From an optimization exercise on the open Yosys and OpenROAD flow, aimed at small area; shortcuts taken in it are not production practice.
The RTL was checked by simulation tests, not by an equivalence proof against the original design.
Power and IR drop assume default switching activity.

==> flow/design.v, too long to show whole: its modules and the start of the top module <==
// module xctrl: 637 lines
// module xflags: 26 lines
// module xregf: 619 lines
// module c_aoi222: 3 lines
// module c_ao22: 3 lines
// module c_ao21: 3 lines
// module c_nand2: 3 lines
// module c_nand3: 3 lines
// module c_nand4: 3 lines
// module c_and2: 3 lines
// module c_and3: 3 lines
// module c_or2: 3 lines
// module c_nor2: 3 lines
// module c_or3: 3 lines
// module c_xor2: 3 lines
// module c_ha: 4 lines
// module xaddr_decoder: 104 lines
// module picoversat: 121 lines
module picoversat (
             input                 clk,
             input                 rst,
             output                trap,
             output                led,
             output [10-2:0]  imem_addr,
             input [32-1:0]  imem_rdata,
             output                dmem_en,
             output                dmem_we,
             output [10-2:0]  dmem_addr,
             output [32-1:0]  dmem_wdata,
             input [32-1:0]   dmem_rdata
             );
  // ...
==> flow/flow/run.sh <==
#!/bin/bash
# The standard layout (standard.sh: the standard flow's own ORFS run with the standard
# synthesis), with the port buffers made of the smallest buffer cell
# (sky130_fd_sc_hd__buf_1) instead of ORFS's default choice. Every input and
# output port still gets its own buffer. ORFS writes each step's log under
# orfs/logs; standard.log holds make's own output.
set -euo pipefail
export BUFFER_PORTS_ARGS="-buffer_cell sky130_fd_sc_hd__buf_1"
bash standard.sh > standard.log 2>&1
==> flow/standard.sh <==
#!/bin/bash
# synth_recipe.tcl (not shown) runs the flow's synth.tcl, then flattens the netlist and writes it again
# the make line also repeats each setting of config.mk as NAME=value (left out here)
make -C /OpenROAD-flow-scripts/flow DESIGN_CONFIG=/design/flow/config.mk WORK_HOME=/design/flow/orfs CLKGATE_MAP_FILE= SYNTH_SCRIPT=/design/flow/synth_recipe.tcl "${@:-finish}"
==> flow/config.mk <==
export PLATFORM = sky130hd
export DESIGN_NAME = picoversat
export DESIGN_NICKNAME = picoversat
export VERILOG_FILES = /design/flow/design.v
export SDC_FILE = /design/flow/constraint.sdc
export NUM_CORES = 4
export LEC_CHECK = 0
export CAP_MARGIN = 5
export CORE_MARGIN = 2
export CORE_UTILIZATION = 55
export CTS_CLUSTER_DIAMETER = 100
export CTS_CLUSTER_SIZE = 20
export GPL_TIMING_DRIVEN = 0
export PLACE_DENSITY = 0.65
export SETUP_SLACK_MARGIN = 0.15
export SLEW_MARGIN = 5
export SYNTH_HIERARCHICAL = 1
==> flow/constraint.sdc <==
create_clock -name core_clock -period 7.5 [get_ports {clk}]
set_input_delay 1.5000 -clock core_clock [delete_from_list [all_inputs] [get_ports {clk}]]
set_output_delay 1.5000 -clock core_clock [all_outputs]
set_load 0.01 [all_outputs]
==> results by group, run 1 <==
Timing
  • Fin. max-slew vios: 0
  • Setup Total Neg Slack: 0 ps
  • Final min period: 7120 ps
  • Final setup fails: 0
  • RSZ-0062 raised after global routing: no
  • Max-slew headroom: 10.5%
  • Fin. Hold Viols: 0

Routing
  • Routed wire length: 85.9 mm
  • Metal3 WL: 7.56 mm
  • # DRC: 0
  • First drt pass iteration count: 12

Worst setup path
  • CP Data Required Time: 8000 ps
  • Crit. End Element: register
  • Worst Path Arrival: 7610 ps
  • Slowest stage delay, CP: 750 ps

Hold path
  • Min-delay src: rf[231]
  • Worst hold path class: reg2reg

Layout
  • Largest class: flip-flops and latches
  • NonClk Buf Share: 2.10%
  • Final cell count without fillers: 2,834
  • Logic inverters: 11
  • Multi-input logic area: 12,000 µm²
  • Final instance area: 26,500 µm²
  • Most common cell after layout, fill and taps aside: a22o_1

Global route
  • Largest net degree at the start of global routing: 43

Power and ir drop
  • Switch Pwr: 2.78 mW
  • Clock network power share: 25.9%

Clock tree
  • Clk buf depth: 3
  • Clk pin slew, worst setup/hold paths: 110 ps
  • Worst-Skew Late Latency: 600 ps

Placement
  • DP Area: 25,500 µm²
  • Gp weighted congestion: 0.948

Floorplan
  • DIE WIDTH: 214 µm

Run status
  • Status: timing/DRC/antenna clean
==> run 2: changes to the inputs <==
--- a/flow/config.mk
+++ b/flow/config.mk
@@ -9,6 +9,6 @@
 export CORE_MARGIN = 2
 export CORE_UTILIZATION = 55
-export CTS_CLUSTER_DIAMETER = 100
-export CTS_CLUSTER_SIZE = 20
+export CTS_CLUSTER_DIAMETER = 80
+export CTS_CLUSTER_SIZE = 25
 export GPL_TIMING_DRIVEN = 0
 export PLACE_DENSITY = 0.65
==> results by group, run 2 <==
Routing
  • Routed len/inst: 30.2 µm
  • First drt pass iteration count: 13 (+1)
  • Routed Antenna Nets: 0
  • # DRC: 0 (unchanged)
  • Vias: 21,400
  • First DRT Iteration DRCs: 3,832
  • Routed vias/inst: 7.53
  • Routed wire length: 85.7 mm (-0.22%)

Placement
  • Detail Placement HPWL: 53.4 mm
  • I/O Buffers: 119
  • Cells after DPL: 2,782
  • Gp weighted congestion: 0.948 (unchanged)

Layout
  • Fillers: 3,600
  • Final cell count without fillers: 2,834 (unchanged)
  • Most common cell after layout, fill and taps aside: a22o_1
  • Layout cell share with drive strength beyond 1: 3.87%
  • Syn-to-layout area delta: 9.69%
  • Biggest register: rf
  • Commonest non-fill, non-tap cells in the layout: a22o_1, dfxtp_1, a222oi_1
  • Final nets: 2,333
  • Regs by FF count: rf (512), ra (32), rb (32)
  • Max reg flops: 512

Synthesis
  • Post-Syn Area: 24,200 µm²
  • Ys Warns: 7
  • Mapped Nets: 2,174
  • Post-Synthesis Cells: 2,075
  • Synthesized area per cell: 11.7 µm²

Timing
  • Hold slack final: 481 ps
  • Slew @ Worst Pin: 1390 ps
  • Max-slew headroom: 7.04% (-3.5 points)
  • Final period util: 95.8%
  • F_max: 139 MHz
  • Final setup fails: 0 (unchanged)
  • Final min period: 7180 ps (+65.5 ps)
  • Fin. Hold Viols: 0 (unchanged)
  • Max Clock Skew: 33.1 ps
  • Fin. max-slew vios: 0 (unchanged)
  • Setup Total Neg Slack: 0 ps (unchanged)
  • RSZ-0062 raised after global routing: no

Global route
  • Grt met1 use: 52.3%
  • Vias in the first global route: 19,500
  • First-pass GRT wire length: 126 mm
  • GR Util met3: 5.24%
  • Initial antenna violation count: 2
  • GRT Residual Overflow: 0
  • GR peak layer: met2
  • Largest net degree at the start of global routing: 43 (unchanged)
  • Met2 Use GR: 56.2%
  • Total GRT Usage: 36.5%

Floorplan
  • DIE AREA: 45,700 µm²
  • Die span in y: 214 µm
  • Site row count: 76
  • Initial core utilization: 55.9%
  • DIE WIDTH: 214 µm (unchanged)
  • Top Ports: 120
  • Core ar.: 43,300 µm²

Hold path
  • Worst hold path class: reg2reg

Clock tree
  • Clk buf depth: 3 (unchanged)
  • Htree depth: 2
  • Clock Sinks: 589
  • Root Buffer: clkbuf_16
  • CTS tree: yes
  • Post CTS Setup Buffer Count: 0
  • Clk pin slew, worst setup/hold paths: 90 ps (-20 ps)
  • Worst-Skew Late Latency: 590 ps (about the same)
  • Hold Buf Count CTS: 0
  • Total CTS buffers: 34

Worst setup path
  • CP Data Required Time: 7950 ps (-50 ps)
  • Slowest stage delay, CP: 720 ps (-30 ps)
  • Startpoint types: input port
  • Crit. End Element: register
  • CP Class: in2reg
  • Worst path cell trace: buf_1 > clkbuf_1 > nor2_1 > xnor2_2 > nor2_4 > and2_1 > a222oi_1 > nand4_1 > or3_1 > xor2_1 > ha_1 > and2_1 > and2_1 > and2_1 > a21o_1 > a21o_1 > a21o_1 > a21o_1 > xor2_1 > a2bb2oi_1 > o22ai_1 > a22o_1
  • CP bufs+invs: 2
  • CP top delay family: compound AO/OA/AOI/OAI gates
  • CP max-delay cell: a222oi_1
  • Worst Path Arrival: 7640 ps (+30 ps)
  • Crit Path Max Fanout: 16

Run status
  • Status: timing/DRC/antenna clean

Power and ir drop
  • PD cells: 287 nW/µm²
  • P_leak: 10.9 nW
  • Peak supply drop: 303 µV
  • Power Total: 7.62 mW

Job
  • Total of max-cap violations: 0
run 2: repair_timing:
item	in CTS	in global routing
hold endpoints to repair	0	0
gates resized for setup	0	7
setup endpoints to repair	0	13
run 2: final timing paths:
kind / slack [ps] / cells after the start / start / end
setup / recovery: 320 / 22 / imem_rdata[31] / rc[1]
max in group asynchronous: 5880 / 3 / rst / rc[0]
setup reg to reg: 1180 / 21 / rb[8] / rc[1]
hold / removal: 480 / 1 / rf[331] / rf[331]
hold reg to reg: 480 / 1 / rf[331] / rf[331]
min in group asynchronous: 970 / 2 / rst / rb[31]
run 2: power by group:
group	total (mW)	switching (mW)	internal, mW
Combinational	1.43	0.780	0.648
Clock	2.03	1.13	0.902
Sequential	4.17	0.923	3.25
run 2: worst reg2reg max path: stages, from the launching register on:
cell and delay, ps:
dfrtp_1 450, nor4b_1 560, mux2i_1 190, o21bai_4 280, nor2_4 470, and2_1 690
a222oi_1 390, nand4_1 250, or2_1 180, xor2_1 160, ha_1 310, a21o_1 230
a21o_1 190, a21o_1 190, a21o_1 160, a21o_1 310, a21o_1 290, a21o_1 210
xor2_1 150, a2bb2oi_1 160, o22ai_1 130, a22o_1 260
run 2: final cells by class:
class | instances | area [µm²] | share of cell area (%)
antenna | 2 | 5.00 | 0.0189
buffer | 8 | 46.3 | 0.174
clock buffer | 39 | 901 | 3.39
clock inverter | 10 | 138 | 0.519
inverter | 11 | 43.8 | 0.165
multi-input combinational | 1468 | 12000 | 45.2
sequential | 589 | 12200 | 45.9
tap | 585 | 732 | 2.76
timing repair buffer | 122 | 502 | 1.89
run 2: layer usage:
layer / share of wire, % / vias up
li1: - / 9145
met1: 42 / 10700
met2: 46 / 1295
met3: 9.2 / 166
met4: 3.6 / 0
met5: 0 / -
run 2: stage by stage:
stage | cell area [µm²] | util, % | setup slack, ps
6_report | 26500 | 61.4 | 319
3_3_place_gp | 25400 | 58.7 | -1100
2_1_floorplan | 24200 | - | 1440
3_5_place_dp | 25500 | 58.8 | -350
5_1_grt | 26500 | 61.3 | 170
4_1_cts | 26500 | 61.2 | 250
==> run 3: changes to the inputs <==
--- a/flow/config.mk
+++ b/flow/config.mk
@@ -6,12 +6,12 @@
 export NUM_CORES = 4
 export LEC_CHECK = 0
-export CAP_MARGIN = 5
+export CAP_MARGIN = 10
 export CORE_MARGIN = 2
-export CORE_UTILIZATION = 55
+export CORE_UTILIZATION = 65
 export CTS_CLUSTER_DIAMETER = 80
 export CTS_CLUSTER_SIZE = 25
 export GPL_TIMING_DRIVEN = 0
-export PLACE_DENSITY = 0.65
+export PLACE_DENSITY = 0.75
 export SETUP_SLACK_MARGIN = 0.15
-export SLEW_MARGIN = 5
+export SLEW_MARGIN = 10
 export SYNTH_HIERARCHICAL = 1
==> results by group, run 3 <==
Run status
  • Status: timing/DRC/antenna clean

Floorplan
  • Site row count: 70 (-7.9%)
  • Initial core utilization: 66.1% (+10 points)
  • DIE WIDTH: 197 µm (-7.9%)
  • DIE AREA: 38,800 µm² (-15%)
  • Die span in y: 197 µm (-7.9%)
  • Core ar.: 36,600 µm² (-15%)
  • Top Ports: 120 (unchanged)

Synthesis
  • Ys Warns: 7 (unchanged)
  • Mapped Nets: 2,174 (unchanged)
  • Synthesized area per cell: 11.7 µm² (unchanged)
  • Post-Synthesis Cells: 2,075 (unchanged)
  • Post-Syn Area: 24,200 µm² (unchanged)

Layout
  • Biggest register: rf
  • Final nets: 2,328 (-0.21%)
  • Multi-input logic area: 12,000 µm² (-0.11%)
  • Max reg flops: 512 (unchanged)
  • Syn-to-layout area delta: 8.68%
  • Fillers: 2,680 (-26%)
  • Final cell count without fillers: 2,714 (-4.2%)
  • Most common cell after layout, fill and taps aside: a22o_1
  • Storage cell area: 12,200 µm² (unchanged)
  • Regs by FF count: rf (512), ra (32), rb (32)
  • Layout cell share with drive strength beyond 1: 3.65% (-0.22 points)
  • Commonest non-fill, non-tap cells in the layout: a22o_1, dfxtp_1, a222oi_1

Hold path
  • Min-Delay Endpoint: rf[426]
  • Hold Crit Depth: 1 (unchanged)
  • Worst hold path class: reg2reg
  • Min-delay src: rf[426]

Worst setup path
  • Worst Path Arrival: 7710 ps (+70 ps)
  • Worst path cell trace: buf_1 > nand3b_4 > buf_6 > mux2_4 > nand2_1 > nor2_1 > and2_1 > a222oi_1 > nand4_1 > or3_1 > xor2_1 > ha_1 > and2_1 > and2_1 > and2_1 > and2_1 > a21o_1 > a21o_1 > a21o_1 > xor2_1 > a2bb2oi_1 > o22ai_1 > a22o_1
  • CP Data Required Time: 8020 ps (+70 ps)
  • Critical R2R Launch: rb[7]
  • Crit Reg-Reg Endpoint: rc[1]
  • Worst reg2reg path depth: 21 (unchanged)
  • Slowest stage delay, CP: 750 ps (+30 ps)
  • Startpoint types: input port
  • CP Class: in2reg
  • Most frequent CP cell: and2_1
  • R2R Setup Slk: 920 ps (-260 ps)
  • Crit Path Max Fanout: 16 (unchanged)
  • Crit. End Element: register
  • CP max-delay cell: a222oi_1

Timing
  • Final period util: 95.8% (about the same)
  • F_max: 139 MHz (about the same)
  • Max-slew headroom: 11.7% (+4.7 points)
  • Final min period: 7190 ps (+6.71 ps)
  • Fin. Hold Viols: 0 (unchanged)
  • Final setup fails: 0 (unchanged)
  • Fin. max-slew vios: 0 (unchanged)
  • Max Clock Skew: 28.6 ps (-4.48 ps)
  • Slew @ Worst Pin: 1320 ps (-70.2 ps)
  • RSZ-0062 raised after global routing: no

Power and ir drop
  • PD cells: 285 nW/µm² (-0.67%)
  • Internal Power: 4.74 mW (-1.1%)
  • Register share of total power: 55.4% (+0.7 points)
  • Power Total: 7.50 mW (-1.6%)
  • Clock network power share: 25.5% (-1.1 points)
  • Switch Pwr: 2.76 mW (-2.4%)
  • P_leak: 10.8 nW (-0.42%)
  • Net Sw Frac: 36.8% (-0.30 points)
  • Power share of the combinational group: 19.1% (+0.4 points)
  • Peak supply drop: 408 µV (+35%)

Clock tree
  • Clock Sinks: 589 (unchanged)
  • Worst-Skew Late Latency: 640 ps (+50 ps)
  • Total CTS buffers: 30 (-12%)
  • Htree depth: 1 (-1)
  • Clk pin slew, worst setup/hold paths: 90 ps (about the same)
  • Clk buf depth: 3 (unchanged)
  • Root Buffer: clkbuf_16
  • CTS tree: yes

Placement
  • Gp weighted congestion: 0.987 (+4.1%)
  • Detail Placement HPWL: 51.9 mm (-2.7%)
  • Cells after DPL: 2,665 (-4.2%)
  • I/O Buffers: 119 (unchanged)

Global route
  • Total GRT Usage: 41.5% (+4.9 points)
  • Vias in the first global route: 20,300 (+4.0%)
  • Largest net degree at the start of global routing: 45 (+4.7%)
  • GRT Residual Overflow: 0 (unchanged)
  • Initial antenna violation count: 2 (unchanged)
  • First-pass GRT wire length: 125 mm (-0.95%)

Routing
  • # DRC: 0 (unchanged)
  • Routed len/inst: 30.6 µm (+1.1%)
  • Routed wire length: 83.0 mm (-3.1%)
  • Vias: 21,800 (+2.1%)
  • Routed Antenna Nets: 0 (unchanged)
  • First drt pass iteration count: 14 (+1)
  • Routed vias/inst: 8.04 (+6.7%)
  • First DRT Iteration DRCs: 3,390 (-12%)

Job
  • Total of max-cap violations: 0 (unchanged)
run 3: power groups by stage:
stage | sequential [mW] | clock, mW | combinational [mW]
CTS | 4.11 | 1.92 | 1.40
finish | 4.16 | 1.92 | 1.43
detailed placement | 4.18 | 0 | 1.39
global route | 4.17 | 2.03 | 1.57
floorplan | 3.80 | 0 | 1.01
global placement | 4.16 | 0 | 1.34
run 3: worst max-delay path by stage:
stage / from / end / slack (ps) / cells past startpoint
after floorplan: imem_rdata[30] / rc[1] / 1440 / 22
after global placement: imem_rdata[30] / rc[1] / -1010 / 23
after detailed placement: imem_rdata[30] / rc[1] / -290 / 23
after CTS: imem_rdata[30] / rc[1] / 340 / 23
after global routing: imem_rdata[30] / rc[1] / 150 / 23
final: imem_rdata[30] / rc[1] / 310 / 23
run 3: final cells by class:
type | instances | share of cell area, %
inverter | 11 | 0.167
clock buffer | 37 | 3.03
sequential | 589 | 46.3
antenna | 2 | 0.0190
clock inverter | 10 | 0.628
multi-input combinational | 1467 | 45.6
tap | 468 | 2.23
buffer | 8 | 0.176
timing repair buffer | 122 | 1.88
run 3: timing repair:
action,in CTS,in global routing
hold buffers,0,0
setup buffers,0,0
endpoints found under the setup margin,0,12
resized for setup,0,6
run 3: stage by stage:
stage	cell area (µm²)	TNS, ps	worst slack (ps)	util, %	hold WS (ps)
global placement	25200	-19160	-1010	68.9	455
floorplan	24200	0	1440	-	442
CTS	26300	0	336	71.7	482
finish	26300	0	312	71.8	485
detailed placement	25300	-1870	-286	69.1	454
global route	26300	0	148	71.8	491
run 3: layer usage:
metal  track usage [%]  up-vias  share of wire (%)
met2              62.6     1619                 44
li1                  -     9152                  -
met3              7.10      282                 11
met1              57.4    10800                 38
met5                 0        -                  0
met4              21.7        0                6.5
run 3: worst max-delay path: cells and delay by family:
kind,cells,cell delay (ps)
AND/OR/NAND/NOR,10,2610
AO/OA/AOI/OAI,7,2100
buffers and inverters,2,430
adder cells (fa/ha/maj),1,380
multiplexers,1,330
XOR/XNOR,2,310

static timing again, ports no longer ideal:
In the flow no input, the clock included, has a driving cell. The finished layouts below were timed again as built, in two steps. Step 1, drivers: a clkbuf_16 drives clk and a buf_2 each remaining input, both assumed. Step 2 adds t to the input delays and takes it off the output delays; t is the mean of the earliest and latest rising clock arrival at the registers after step 1. Input paths then give back, and output paths get back, about the clock's delay inside the block. Slacks: ideal / step 1 / step 2; pairs: ideal / step 1.
| run | t, ns | setup WS [ns] | hold WS [ns] | worst register clock-pin slew, ns |
|---|---|---|---|---|
| run 1 | 0.635 | 0.384 / 0.420 / -0.215 | 0.478 / 0.478 / 0.478 | 0.11 / 0.11 |
| run 2 | 0.633 | 0.319 / 0.348 / -0.286 | 0.481 / 0.481 / 0.481 | 0.10 / 0.10 |
| run 3 | 0.680 | 0.312 / 0.348 / -0.332 | 0.485 / 0.485 / 0.485 | 0.10 / 0.10 |
With both steps, setup timing fails in every run listed, where it was met with ideal ports. The setup slack of run 3, which loses most, moves by +0.036 ns with the drivers and by -0.644 ns with both steps.
